This is an optimization exercise on Yosys and OpenROAD, whose aim is a short achievable clock period and few clock cycles, not a production implementation.
Only simulation tests tie the RTL to the original design; equivalence was not proved.
Power is estimated from default activity; no workload was simulated.

==> flow/design.v <==
`timescale 1ns / 1ps
module mcpu(clk,rst,mem_addr,mem_wdata,mem_we,mem_rdata);
	input wire clk,rst;
	output wire [10:0] mem_addr;
	output wire [31:0] mem_wdata;
	output wire mem_we;
	input wire [31:0] mem_rdata;
	localparam CB = 4;               
	localparam CN = 1 << CB;
	localparam TW = 11 - CB;         
	function [32:0] ks32;
		input [31:0] a, b;
		input cin;
		reg [31:0] g, p, g2, p2, x;
		integer i, l, d;
		begin
			x = a ^ b;
			g = a & b;
			g[0] = g[0] | (x[0] & cin);
			p = x;
			d = 1;
			for (l = 0; l < 5; l = l + 1) begin
				for (i = 0; i < 32; i = i + 1)
					if (i >= d) begin
						g2[i] = g[i] | (p[i] & g[i-d]);
						p2[i] = p[i] & p[i-d];
					end else begin
						g2[i] = g[i];
						p2[i] = p[i];
					end
				g = g2;
				p = p2;
				d = d * 2;
			end
			ks32 = {g[31], x ^ {g[30:0], cin}};
		end
	endfunction
	function [31:0] onehot5;
		input [4:0] a;
		integer i;
		begin
			for (i = 0; i < 32; i = i + 1)
				onehot5[i] = (a == i);
		end
	endfunction
	function [CN-1:0] onehotc;
		input [CB-1:0] a;
		integer i;
		begin
			for (i = 0; i < CN; i = i + 1)
				onehotc[i] = (a == i);
		end
	endfunction
	reg [10:0] nfb;                  
	reg [CN-1:0] nfb_oh;             
	reg [10:0] addr_q;               
	reg        d_v;
	reg [31:0] d_ir;
	reg [31:0] d_rs_oh, d_rt_oh;     
	reg [10:0] d_pcp1;
	reg        d_pt;
	reg [31:0] e_a, e_b, e_sd;
	reg        e_cin;
	reg [6:0]  e_op;                 
	reg [4:0]  e_sh;
	reg [4:0]  e_wd;                 
	reg [4:0]  e_ld;                 
	reg        e_mem, e_st;          
	reg        e_br, e_bne, e_pt;    
	reg [10:0] e_alt;                
	reg        m_busy, m_we;
	reg [10:0] m_addr;
	reg [31:0] m_wdata;
	reg [4:0]  m_wd;                 
	reg        m_isld;               
	reg [31:0] m_res;                
	reg [31:0] c_data [0:CN-1];
	reg [TW-1:0] c_tag [0:CN-1];
	reg [10:0] c_tgt [0:CN-1];
	reg [CN-1:0] c_pt;
	reg [CN-1:0] c_val;
	reg          fl_v;
	reg [CN-1:0] fl_oh;
	reg [31:0]   fl_data;
	reg [10:0]   fl_pc;
	reg [31:0] rf [1:31];
	assign mem_addr  = addr_q;
	assign mem_we    = m_we;
	assign mem_wdata = m_wdata;
	reg [31:0] cr_data;
	reg [TW-1:0] cr_tag;
	reg [10:0] cr_tgt;
	reg cr_pt, cr_val;
	integer k;
	always @* begin
		cr_data = 32'd0;
		cr_tag = {TW{1'b0}};
		cr_tgt = 11'd0;
		cr_pt = 1'b0;
		cr_val = 1'b0;
		for (k = 0; k < CN; k = k + 1) begin
			cr_data = cr_data | ({32{nfb_oh[k]}} & c_data[k]);
			cr_tag = cr_tag | ({TW{nfb_oh[k]}} & c_tag[k]);
			cr_tgt = cr_tgt | ({11{nfb_oh[k]}} & c_tgt[k]);
			cr_pt = cr_pt | (nfb_oh[k] & c_pt[k]);
			cr_val = cr_val | (nfb_oh[k] & c_val[k]);
		end
	end
	wire c_hit = cr_val & (cr_tag == nfb[10:CB]);
	wire fetch_ok = ~m_busy | c_hit;
	wire [32:0] nfb1_s = ks32({21'd0, nfb}, 32'd0, 1'b1);
	wire [10:0] nf1 = nfb1_s[10:0];
	wire [5:0] m_op = mem_rdata[31:26];
	wire m_j  = (m_op == 6'b000010);
	wire m_br = (m_op[5:1] == 5'b00010);
	wire m_pt = m_j | (m_br & ((mem_rdata[25:21] == mem_rdata[20:16]) ? ~m_op[0] : (mem_rdata[15] | m_op[0])));
	wire m_bpt = m_pt & ~m_j;                
	wire [32:0] tgt_s = ks32({21'd0, nfb}, {21'd0, mem_rdata[10:0]}, 1'b1);
	wire [31:0] fw = m_busy ? cr_data : mem_rdata;
	wire f_pt = m_busy ? cr_pt : m_pt;
	wire [5:0] op = d_ir[31:26];
	wire [4:0] rs = d_ir[25:21], rt = d_ir[20:16], rd = d_ir[15:11];
	wire [5:0] fn = d_ir[5:0];
	wire [31:0] imm = {{16{d_ir[15]}}, d_ir[15:0]};
	wire i_r   = (op == 6'b000000);
	wire i_addi= (op == 6'b001000);
	wire i_lw  = (op == 6'b100011);
	wire i_sw  = (op == 6'b101011);
	wire i_beq = (op == 6'b000100);
	wire i_bne = (op == 6'b000101);
	wire i_br  = i_beq | i_bne;
	wire use_rs = i_r | i_addi | i_lw | i_sw | i_br;
	wire use_rt = i_r | i_sw | i_br;
	wire f_sub = i_r & (fn == 6'b100010);
	wire f_and = i_r & (fn == 6'b100100);
	wire f_or  = i_r & (fn == 6'b100101);
	wire f_xor = i_r & (fn == 6'b100110);
	wire f_slt = i_r & (fn == 6'b101010);
	wire f_sll = i_r & (fn == 6'b000000);
	wire f_srl = i_r & (fn == 6'b000010);
	wire [32:0] d_sum = ks32({21'd0, d_pcp1}, {21'd0, d_ir[10:0]}, 1'b0);
	wire [10:0] d_tgt = d_sum[10:0];     
	wire f_add = ~(f_and | f_or | f_xor | f_slt | f_sll | f_srl);   
	reg [31:0] rf_a, rf_b;
	always @* begin
		rf_a = 32'd0;
		rf_b = 32'd0;
		for (k = 1; k < 32; k = k + 1) begin
			rf_a = rf_a | ({32{d_rs_oh[k]}} & rf[k]);
			rf_b = rf_b | ({32{d_rt_oh[k]}} & rf[k]);
		end
	end
	wire [31:0] e_res;
	wire [31:0] m_val = m_isld ? mem_rdata : m_res;
	wire [31:0] va = (e_wd != 5'd0 && e_wd == rs) ? e_res :
	                 (m_wd != 5'd0 && m_wd == rs) ? m_val : rf_a;
	wire [31:0] vb = (e_wd != 5'd0 && e_wd == rt) ? e_res :
	                 (m_wd != 5'd0 && m_wd == rt) ? m_val : rf_b;
	wire stall = d_v & (e_ld != 5'd0) & ((use_rs & (rs == e_ld)) | (use_rt & (rt == e_ld)));
	wire kill = e_br & (((e_a == e_b) ^ e_bne) ^ e_pt);
	wire d_go = d_v & ~stall & ~kill;        
	wire d_acc = ~d_v | ~stall;              
	wire s_go   = d_acc & fetch_ok;
	wire s_hold = ~(d_acc & fetch_ok);
	wire s_seq  = s_go & ~f_pt;
	wire s_ctgt = s_go & m_busy & cr_pt;
	wire s_jtgt = s_go & ~m_busy & m_j;
	wire s_btgt = s_go & ~m_busy & m_bpt;
	wire [10:0] nfb_k = ({11{s_hold}} & nfb)
	                  | ({11{s_seq}} & nf1) | ({11{s_ctgt}} & cr_tgt)
	                  | ({11{s_jtgt}} & mem_rdata[10:0]) | ({11{s_btgt}} & tgt_s[10:0]);
	wire [10:0] nfb_n = kill ? e_alt : nfb_k;
	wire [10:0] addr_n = e_mem ? sum[10:0] : nfb_n;
	wire [CN-1:0] nfb_oh_k = ({CN{s_hold}} & nfb_oh)
	                       | ({CN{s_seq}} & {nfb_oh[CN-2:0], nfb_oh[CN-1]})
	                       | ({CN{s_ctgt}} & onehotc(cr_tgt[CB-1:0]))
	                       | ({CN{s_jtgt}} & onehotc(mem_rdata[CB-1:0]))
	                       | ({CN{s_btgt}} & onehotc(tgt_s[CB-1:0]));
	wire [CN-1:0] nfb_oh_n = kill ? onehotc(e_alt[CB-1:0]) : nfb_oh_k;
	wire [32:0] sum_s = ks32(e_a, e_b, e_cin);
	wire [31:0] sum = sum_s[31:0];
	wire e_cout = sum_s[32];
	wire [31:0] shl = e_b << e_sh;
	wire [31:0] shr = e_b >> e_sh;
	assign e_res = ({32{e_op[0]}} & sum)
	             | ({32{e_op[1]}} & (e_a & e_b))
	             | ({32{e_op[2]}} & (e_a | e_b))
	             | ({32{e_op[3]}} & (e_a ^ e_b))
	             | ({32{e_op[4]}} & {31'd0, ~e_cout})
	             | ({32{e_op[5]}} & shl)
	             | ({32{e_op[6]}} & shr);
	always @(posedge clk) begin
		for (k = 1; k < 32; k = k + 1)
			if (m_wd == k)
				rf[k] <= m_val;
	end
	wire [5:0] fl_op = fl_data[31:26];
	wire fl_j  = (fl_op == 6'b000010);
	wire fl_br = (fl_op[5:1] == 5'b00010);
	wire fl_pt = fl_j | (fl_br & ((fl_data[25:21] == fl_data[20:16]) ? ~fl_op[0] : (fl_data[15] | fl_op[0])));
	wire [32:0] fl_sum = ks32({21'd0, fl_pc}, {21'd0, fl_data[10:0]}, 1'b1);
	wire [10:0] fl_tgt = fl_j ? fl_data[10:0] : fl_sum[10:0];
	always @(posedge clk) begin
		if (rst) begin
			fl_v <= 1'b0;
			c_val <= {CN{1'b0}};
		end else begin
			fl_v <= ~m_busy;
			if (m_we && c_tag[m_addr[CB-1:0]] == m_addr[10:CB])
				c_val[m_addr[CB-1:0]] <= 1'b0;
			else if (fl_v)
				c_val <= c_val | fl_oh;
		end
		fl_oh <= nfb_oh;
		fl_data <= mem_rdata;
		fl_pc <= nfb;
		for (k = 0; k < CN; k = k + 1)
			if (fl_v & fl_oh[k]) begin
				c_data[k] <= fl_data;
				c_tag[k] <= fl_pc[10:CB];
				c_tgt[k] <= fl_tgt;
				c_pt[k] <= fl_pt;
			end
	end
	always @(posedge clk) begin
		if (rst) begin
			nfb <= 11'd0;
			nfb_oh <= {{(CN-1){1'b0}}, 1'b1};
			addr_q <= 11'd0;
			d_v <= 1'b0;
		end else begin
			nfb <= nfb_n;
			nfb_oh <= nfb_oh_n;
			addr_q <= addr_n;
			if (kill)
				d_v <= 1'b0;
			else if (d_acc)
				d_v <= fetch_ok;
		end
		if (d_acc) begin
			d_ir <= fw;
			d_rs_oh <= onehot5(fw[25:21]);
			d_rt_oh <= onehot5(fw[20:16]);
			d_pcp1 <= nf1;
			d_pt <= f_pt;
		end
		if (rst | ~d_go) begin
			e_wd <= 5'd0;
			e_ld <= 5'd0;
			e_mem <= 1'b0;
			e_st <= 1'b0;
			e_br <= 1'b0;
		end else begin
			e_wd <= (i_r ? rd : (i_addi ? rt : 5'd0));
			e_ld <= i_lw ? rt : 5'd0;
			e_mem <= i_lw | i_sw;
			e_st <= i_sw;
			e_br <= i_br;
		end
		e_bne <= i_bne;
		e_pt <= d_pt;
		e_a <= va;
		e_b <= (i_r | i_br) ? ((f_sub | f_slt) ? ~vb : vb) : imm;
		e_cin <= f_sub | f_slt;
		e_sd <= vb;
		e_op <= {f_srl, f_sll, f_slt, f_xor, f_or, f_and, f_add};
		e_sh <= d_ir[10:6];
		e_alt <= d_pt ? d_pcp1 : d_tgt;
		if (rst) begin
			m_busy <= 1'b0;
			m_we <= 1'b0;
			m_wd <= 5'd0;
		end else begin
			m_busy <= e_mem;
			m_we <= e_st;
			m_wd <= e_wd | e_ld;
		end
		m_isld <= e_ld != 5'd0;
		m_res <= e_res;
		m_addr <= sum[10:0];
		m_wdata <= e_sd;
	end
endmodule
==> flow/flow/run.sh <==
#!/bin/bash
# Own layout flow: the standard layout (standard.sh, standard synthesis),
# except that timing repair aims for more setup slack than the 10 ns target
# needs (SETUP_SLACK_MARGIN, from flow/margin.txt), so the layout reaches a
# shorter period. Each step's full output goes to a log file in the work folder.
set -euo pipefail
MARGIN=$(cat flow/margin.txt)
bash standard.sh synth > log_synth.txt 2>&1
for step in floorplan place cts route finish; do
  bash standard.sh SETUP_SLACK_MARGIN=$MARGIN $step > log_$step.txt 2>&1
done
==> flow/flow/margin.txt <==
6.6
==> flow/standard.sh <==
#!/bin/bash
# synth_recipe.tcl (not shown) runs the flow's synth.tcl, then flattens the netlist and writes it again
# the make line also repeats each setting of config.mk as NAME=value (left out here)
make -C /OpenROAD-flow-scripts/flow DESIGN_CONFIG=/design/flow/config.mk WORK_HOME=/design/flow/orfs CLKGATE_MAP_FILE= SYNTH_SCRIPT=/design/flow/synth_recipe.tcl "${@:-finish}"
==> flow/config.mk <==
export PLATFORM = sky130hd
export DESIGN_NAME = mcpu
export DESIGN_NICKNAME = mcpu
export VERILOG_FILES = /design/flow/design.v
export SDC_FILE = /design/flow/constraint.sdc
export NUM_CORES = 4
export LEC_CHECK = 0
export CAP_MARGIN = 20
export CORE_MARGIN = 2
export CORE_UTILIZATION = 30
export PLACE_DENSITY = 0.45
export SLEW_MARGIN = 20
==> flow/constraint.sdc <==
create_clock -name core_clock -period 10.0 [get_ports {clk}]
set_input_delay 2.0000 -clock core_clock [delete_from_list [all_inputs] [get_ports {clk}]]
set_output_delay 2.0000 -clock core_clock [all_outputs]
set_load 0.01 [all_outputs]
==> reports/qor.txt, run 1 <==
Post-synth top area cell = edfxtp_1
Port bufs = 77
Gate power share = 0.129
Max-slew headroom = 0.159
Async S/R FF share, synth = 0
Worst VDD drop = 0.000159 V
Placed cell count = 10700
Core Rows = 206
Sw frac = 0.271
Clock power share = 0.397
Area contributors post-synth = edfxtp_1, dfxtp_1, a22oi_1, a221oi_1, a22o_1
Synthesized cell area = 94700 um^2
Ports = 78
Post-Syn Area per Cell = 14.1 um^2
Final HPWL DP = 254 mm
Syn Nets = 6864
Layout cells sized above 1 = 0.176
Clock transition at path regs = 0.06 ns
First-pass GRT wire length = 602 mm
Synthesis Warnings = 5
Clock Latency Late Sink = 0.95 ns
Layout filler cell count = 30200
Initial Utilization = 0.301
TNS Setup = 0 ns
EDFF count, synth = 1914
Status = finished clean
Die outline width = 566 um
Max-slew violation count = 0
RSZ-0062 raised after global routing = true
Min Tclk post-route = 3.60 ns
Final Hold Viols = 0
Vias per Instance = 6.47
Required time of the worst setup path = 10.75 ns
Worst Path Max Fanout = 24
Net switching power = 0.00643 W
RD Place Congestion = 0.901
Pint = 0.0173 W
Initial DRC count = 13800
GR Overflow Total = 0
Synthesized flop and latch total = 2247
CTS sink count = 2247
Synth Instances = 6726
CP endpoint kind = flop
Detail Route Antenna Nets = 0
Min-Delay Path Class = reg -> reg
Number of global-route vias before repair = 69400
Maximum Capacitance Violations = 0
Clock buffer depth = 4
Fin cells = 11300
Leakage power total = 36.6 nW
Area Overhead vs Synth = 18.0%
Total Wirelength = 452 mm
CP Launch Type = flop
Setup Viol. Count Final = 0
Largest net degree at the start of global routing = 76
Number of H-tree levels = 4
Routed length per placed instance = 40.0 um
Critical path type = reg -> reg
Tcrit/Tclk final = 0.360
Ys flop type = edfxtp_1
Yosys top cell area share = 0.607
PwrDens = 212 nW/um^2
Reg power frac = 0.474
Via count = 73000
Max Freq = 278 MHz
Die area = 320000 um^2
Worst path arrival time = 4.35 ns
Final net count = 7045
Synth cell types = 94
Worst-Margin Slew = 1.26 ns
CTS tree = yes
Pre-antenna DRT Iters = 13
GR Util All Layers = 0.270
Die Y = 566 um
Initial antenna violation count = 27
Worst-case clock skew = 0.0547 ns
Seq/Total Area, Yosys = 0.677
Area of the core = 314000 um^2
DRC errors left = 0
Reg2reg setup slack = 6.40 ns
Clock root buffer = clkbuf_16
CTS hold repair buffers = 0
Total clock buffers created by CTS = 241
-- area by class of cell --
type | instances | area [um^2] | area share
flip-flops and latches | 2247 | 64400 | 0.576
repair buffers | 412 | 3660 | 0.0328
well taps | 4160 | 5200 | 0.0466
clock inverters | 125 | 1640 | 0.0147
clock buffers | 322 | 6580 | 0.0588
multi-input cells | 3854 | 29700 | 0.266
diodes | 10 | 25.0 | 0.000224
inverters | 151 | 591 | 0.00528
-- Yosys cell counts (all sizes together), types with 53 or more instances --
library cell / instances
clkbuf: 306
a22oi: 649
xor2: 55
o21ai: 189
a22o: 362
o211ai: 63
nor2: 355
nand4: 192
a221oi: 394
xnor2: 70
a222oi: 76
a21oi: 170
nand2: 256
mux4: 71
nor3: 125
dfxtp: 333
mux2i: 53
nand3: 167
buf: 168
ha: 99
edfxtp: 1914
inv: 148
mux2: 62
-- cell usage in the layout (no fill, tap or decap), types with 41 or more instances in the layout --
cell          n
a222oi_1     76
mux2i_1      52
a22oi_1     649
o21ai_0     146
clkbuf_16   247
nand3_1     165
a221oi_1    371
dfxtp_1     245
a21oi_1     147
nand2_1     253
xnor2_1      62
a22o_1      362
clkbuf_1     58
dfxtp_4      47
nor3_1      107
buf_4       280
nand4_1     192
mux4_2       71
dfxtp_2      41
inv_1       141
nor2_1      319
o211ai_1     63
ha_1         68
edfxtp_1   1914
mux2_2       54
xor2_1       47
buf_6        62
-- power by group through the flow --
stage | combinational (W) | clock, W | sequential, W
4_1_cts | 0.00286 | 0.00951 | 0.0112
3_5_place_dp | 0.00273 | 0 | 0.0114
5_1_grt | 0.00318 | 0.00986 | 0.0112
6_report | 0.00305 | 0.00942 | 0.0112
2_1_floorplan | 0.00153 | 0 | 0.0112
3_3_place_gp | 0.00272 | 0 | 0.0114
-- per-layer routing --
| layer | part of all wire | global-route usage | up-vias | wire, um |
|---|---|---|---|---|
| met5 | 0.00017 | 0 | - | 77 |
| met4 | 0.056 | 0.119 | 8 | 25300 |
| met3 | 0.13 | 0.0788 | 1440 | 60600 |
| met2 | 0.42 | 0.392 | 6056 | 188000 |
| met1 | 0.39 | 0.372 | 37500 | 178000 |
| li1 | - | - | 28000 | - |
-- final timing paths --
kind | from | end | depth (start not counted)
worst min-delay path | e_sd[18]$_DFF_P_ | m_wdata[18]$_DFF_P_ | 0
worst max-delay path | d_rs_oh[9]$_DFFE_PN_ | e_a[13]$_DFF_P_ | 7
worst max register to register | d_rs_oh[9]$_DFFE_PN_ | e_a[13]$_DFF_P_ | 7
worst min register to register | e_sd[18]$_DFF_P_ | m_wdata[18]$_DFF_P_ | 0
-- through the flow --
stage	setup WS (ns)	hold WS (ns)	area [um^2]	total power, W	util
detailed placement	4.24	0.313	101000	0.0142	0.322
floorplan	5.97	0.310	94900	0.0127	-
global route	6.37	0.330	112000	0.0243	0.355
CTS	6.23	0.325	111000	0.0236	0.352
global placement	4.22	0.314	101000	0.0141	0.321
finish	6.40	0.325	112000	0.0237	0.356
-- sequential cells by signal, indices dropped and copies added (netlist names), 16 cells and up --
name and count:
rf 992, c_data 512, c_tgt 176, c_tag 112, d_ir 32, e_a 32
e_b 32, e_sd 32, fl_data 32, m_res 32, m_wdata 32, d_rs_oh 31
d_rt_oh 31, c_pt 16, c_val 16, fl_oh 16, nfb_oh 16
-- critical path, cell delays in order, from the launching register on --
cell	delay, ns
edfxtp_1	0.81
buf_4	0.53
a222oi_1	0.45
nand4_1	0.15
nor3_1	0.77
nand2_1	0.11
o211ai_1	0.30
o21ai_0	0.23
-- cell families (layout without fill, tap and decap cells) --
| kind of cell | after synthesis | after routing | share of synthesized area |
|---|---|---|---|
| xor gates and xnor gates | 125 | 125 | 0.0116 |
| AOI/OAI and AO/OA | 2161 | 2161 | 0.176 |
| muxes | 186 | 186 | 0.0298 |
| and+or+nand+nor | 1278 | 1278 | 0.0655 |
| DFF | 2247 | 2247 | 0.677 |
| buffers and inverters | 625 | 1010 | 0.0260 |
| other | 0 | 10 | 0 |
| adders and majority gates | 104 | 104 | 0.0141 |
-- repair_timing --
| item | in CTS | in global routing |
|---|---|---|
| setup buffers | 64 | 25 |
| setup endpoints to repair | 441 | 404 |
| cloned | 2 | 4 |
| gates resized for setup | 542 | 194 |
| pin swaps | 49 | 54 |
Testbench counts, summed over its fixed seeds: cycles 18,136.
==> inputs of run 2 (changes only) <==
==> flow/flow/margin.txt (replaced) <==
7.2
==> run 2 against run 1 <==
Synthesized cell count did not move. Clock power fell by 4.1%. Flip-flop and latch count did not move. Design area rose by 5.8%. Worst hold slack got worse by 0.0087 ns. Die area did not move. Register-to-register slack improved by 0.14 ns. Combinational power rose by about 30%. Maximum frequency fell by 0.72%. Critical path depth rose by 5. First-iteration DRC count rose by 4.5%.
==> reports/qor.txt, run 2 <==
Max-slew violation count = 0
CTS hold repair buffers = 0
Worst r2r src = nfb_oh[7]$_SDFF_PP0_
Gr busiest metal = met2
Detail Route Antenna Nets = 0
Vias per Instance = 6.52
Number of H-tree levels = 4
Area of the core = 314000 um^2
Worst-Margin Slew = 1.23 ns
Ports = 78
Max-slew headroom = 0.179
Worst setup endpoint = addr_q[10]$_SDFF_PP0_
Seq/Total Area, Yosys = 0.677
Clock Latency Late Sink = 0.93 ns
Multi-input logic area = 32500 um^2
Max Freq = 276 MHz
Setup Viol. Count Final = 0
Status = finished clean
Via count = 75700
RR Endpoint = addr_q[10]$_SDFF_PP0_
Overall Power = 0.0242 W
Worst-case clock skew = 0.0910 ns
Reg2reg setup slack = 6.54 ns
RSZ-0062 raised after global routing = true
Placed cell count = 10700
Die outline width = 566 um
Worst path arrival time = 4.37 ns
Commonest non-fill, non-tap cell in the layout = edfxtp_1
Tcrit/Tclk final = 0.363
Yosys top cell area share = 0.607
Initial Utilization = 0.301
Clock buffer depth = 4
CP endpoint kind = flop
Async S/R FF share, synth = 0
Initial antenna violation count = 38
TNS Setup = 0 ns
First-pass GRT wire length = 631 mm
Critical path type = in -> reg
Final HPWL DP = 257 mm
Total clock buffers created by CTS = 240
Routed length per placed instance = 41.0 um
Die area = 320000 um^2
Synthesized flop and latch total = 2247
Hold slack = 0.317 ns
Clock root buffer = clkbuf_16
Most flop-heavy register = rf
Min Tclk post-route = 3.63 ns
Top Registers = rf x992, c_data x512, c_tgt x176
CP Launch Type = input pin
Layout filler cell count = 29500
M1 GR Usage = 0.377
Port bufs = 77
Post-route core utilization = 0.376
Worst VDD drop = 0.000143 V
PwrDens = 205 nW/um^2
Leakage power total = 39.2 nW
Layout cells sized above 1 = 0.260
Final net count = 7366
Most frequent cells in the layout = edfxtp_1, a22oi_1, buf_4
Clock transition at path regs = 0.06 ns
Largest net degree at the start of global routing = 73
Core Rows = 206
GR Overflow Total = 0
Initial DRC count = 14400
Pre-antenna DRT Iters = 13
Met3 Use GR = 0.0840
RD Place Congestion = 0.924
Post-synth top area cell = edfxtp_1
Final Hold Viols = 0
Top-count cell post-synth = edfxtp_1
Synth Instances = 6726
Crit path launch = mem_rdata[20]
Area Overhead vs Synth = 24.9%
GR Util All Layers = 0.284
CTS tree = yes
Synth cell types = 94
Post-Syn Area per Cell = 14.1 um^2
Most frequent cells after synthesis = edfxtp_1, a22oi_1, a221oi_1
Max reg flops = 992
Synthesized cell area = 94700 um^2
Grt met2 use = 0.415
Min-Delay Path Class = reg -> reg
Ys flop type = edfxtp_1
CTS sink count = 2247
Syn Nets = 6864
DRC errors left = 0
R2R depth = 10
Number of global-route vias before repair = 71300
EDFF count, synth = 1914
Die Y = 566 um
Total Wirelength = 476 mm
Required time of the worst setup path = 10.74 ns
Worst Path Max Fanout = 4
Synthesis Warnings = 5
Maximum Capacitance Violations = 0
Area contributors post-synth = edfxtp_1, dfxtp_1, a22oi_1, a221oi_1, a22o_1
Storage element area = 64500 um^2
Fin cells = 11600
## run 2: changes by cell type in the layout (fill, tap and decap cells not counted), sizes merged, moves of 9 or more
cell    previous run  this run
buf              392       699
bufinv            33        13
clkbuf           331       342
mux2              62        72
diode             10        19
## run 2: cell families after synthesis
group	share of synthesized area
xor+xnor	0.0116
fa+ha+maj	0.0141
flops	0.677
compound gates	0.176
simple gates	0.0655
buf+inv	0.0260
mux	0.0298
## run 2: critical path, cell delays in order
cell and delay, ns:
buf_12 0.11, xor2_4 0.48, nor2_4 0.07, buf_6 0.14
a31oi_4 0.25, a21boi_4 0.11, o21a_4 0.23, buf_4 0.16
and3_1 0.15, mux2_4 0.29, o311ai_2 0.27, a21oi_1 0.09
## run 2: report_power, final
part / switching (W) / total (W) / leakage (nW) / internal (W)
Combinational: 0.00257 / 0.00398 / 15.0 / 0.00141
Sequential: 0.000317 / 0.0112 / 20.4 / 0.0109
Clock: 0.00389 / 0.00903 / 3.86 / 0.00515
## run 2: final cells by class
| class | count | share of cell area |
|---|---|---|
| clock inverter | 104 | 0.00763 |
| antenna | 19 | 0.000402 |
| clock buffer | 338 | 0.0585 |
| sequential | 2247 | 0.545 |
| timing repair buffer | 723 | 0.0647 |
| tap | 4160 | 0.0440 |
| multi-input combinational | 3865 | 0.275 |
| inverter | 151 | 0.00536 |
## run 2: worst min path at each step
stage / startpoint / end / slack, ns / depth (start not counted)
floorplan: e_sd[0]$_DFF_P_ / m_wdata[0]$_DFF_P_ / 0.31 / 0
global placement: e_sd[25]$_DFF_P_ / m_wdata[25]$_DFF_P_ / 0.31 / 0
detailed placement: e_sd[20]$_DFF_P_ / m_wdata[20]$_DFF_P_ / 0.31 / 0
CTS: e_sd[20]$_DFF_P_ / m_wdata[20]$_DFF_P_ / 0.33 / 0
global route: e_sd[30]$_DFF_P_ / m_wdata[30]$_DFF_P_ / 0.33 / 0
finish: e_sd[6]$_DFF_P_ / m_wdata[6]$_DFF_P_ / 0.32 / 0
## run 2: timing repair
| action | CTS | global route |
|---|---|---|
| buffers inserted | 306 | 89 |
| resized for setup | 1322 | 260 |
| pin swaps | 261 | 147 |
| cloned | 27 | 1 |
| endpoints found under the setup margin | 926 | 571 |
## run 2: routing by layer
metal / wire length (um) / vias to the layer above
met3: 62300 / 1629
met1: 181000 / 38800
met5: 142 / -
li1: - / 28700
met2: 199000 / 6606
met4: 32400 / 22
## run 2: per-stage QoR
stage | setup slack, ns | cell area, um^2
after floorplan | 5.97 | 95200
after global placement | 3.44 | 101000
after global routing | 6.40 | 118000
final | 6.37 | 118000
after detailed placement | 3.98 | 101000
after CTS | 6.49 | 116000

what the ideal ports hide:
The results above use ideal ports. As a check the final layouts listed here were re-extracted and re-timed, cells and wires unchanged.
Step 1 (the two cells are an assumption about what drives the block):
set clk [get_ports {clk}]
set_driving_cell -lib_cell sky130_fd_sc_hd__clkbuf_16 $clk
set_driving_cell -lib_cell sky130_fd_sc_hd__buf_2 [delete_from_list [all_inputs] $clk]
Step 2, shift: input delay + t, output delay - t, t = (earliest + latest rising clock arrival at the registers) / 2. This alone moves slack from input paths to output paths.
Three values: ideal ports, drivers, drivers and shift; two values: the first two.
| run | shift t [ns] | setup WS [ns] | latest minus earliest clock arrival (ns) | worst register clock-pin slew, ns |
|---|---|---|---|---|
| run 1 | 1.020 | 6.399 / 6.399 / 5.537 | 0.057 / 0.057 | 0.07 / 0.07 |
| run 2 | 0.997 | 6.373 / 6.417 / 5.436 | 0.094 / 0.095 | 0.07 / 0.07 |
After both steps setup and hold are still met in every run listed. The setup slack of run 2, which loses most, moves by +0.044 ns with the drivers and by -0.937 ns with both steps.
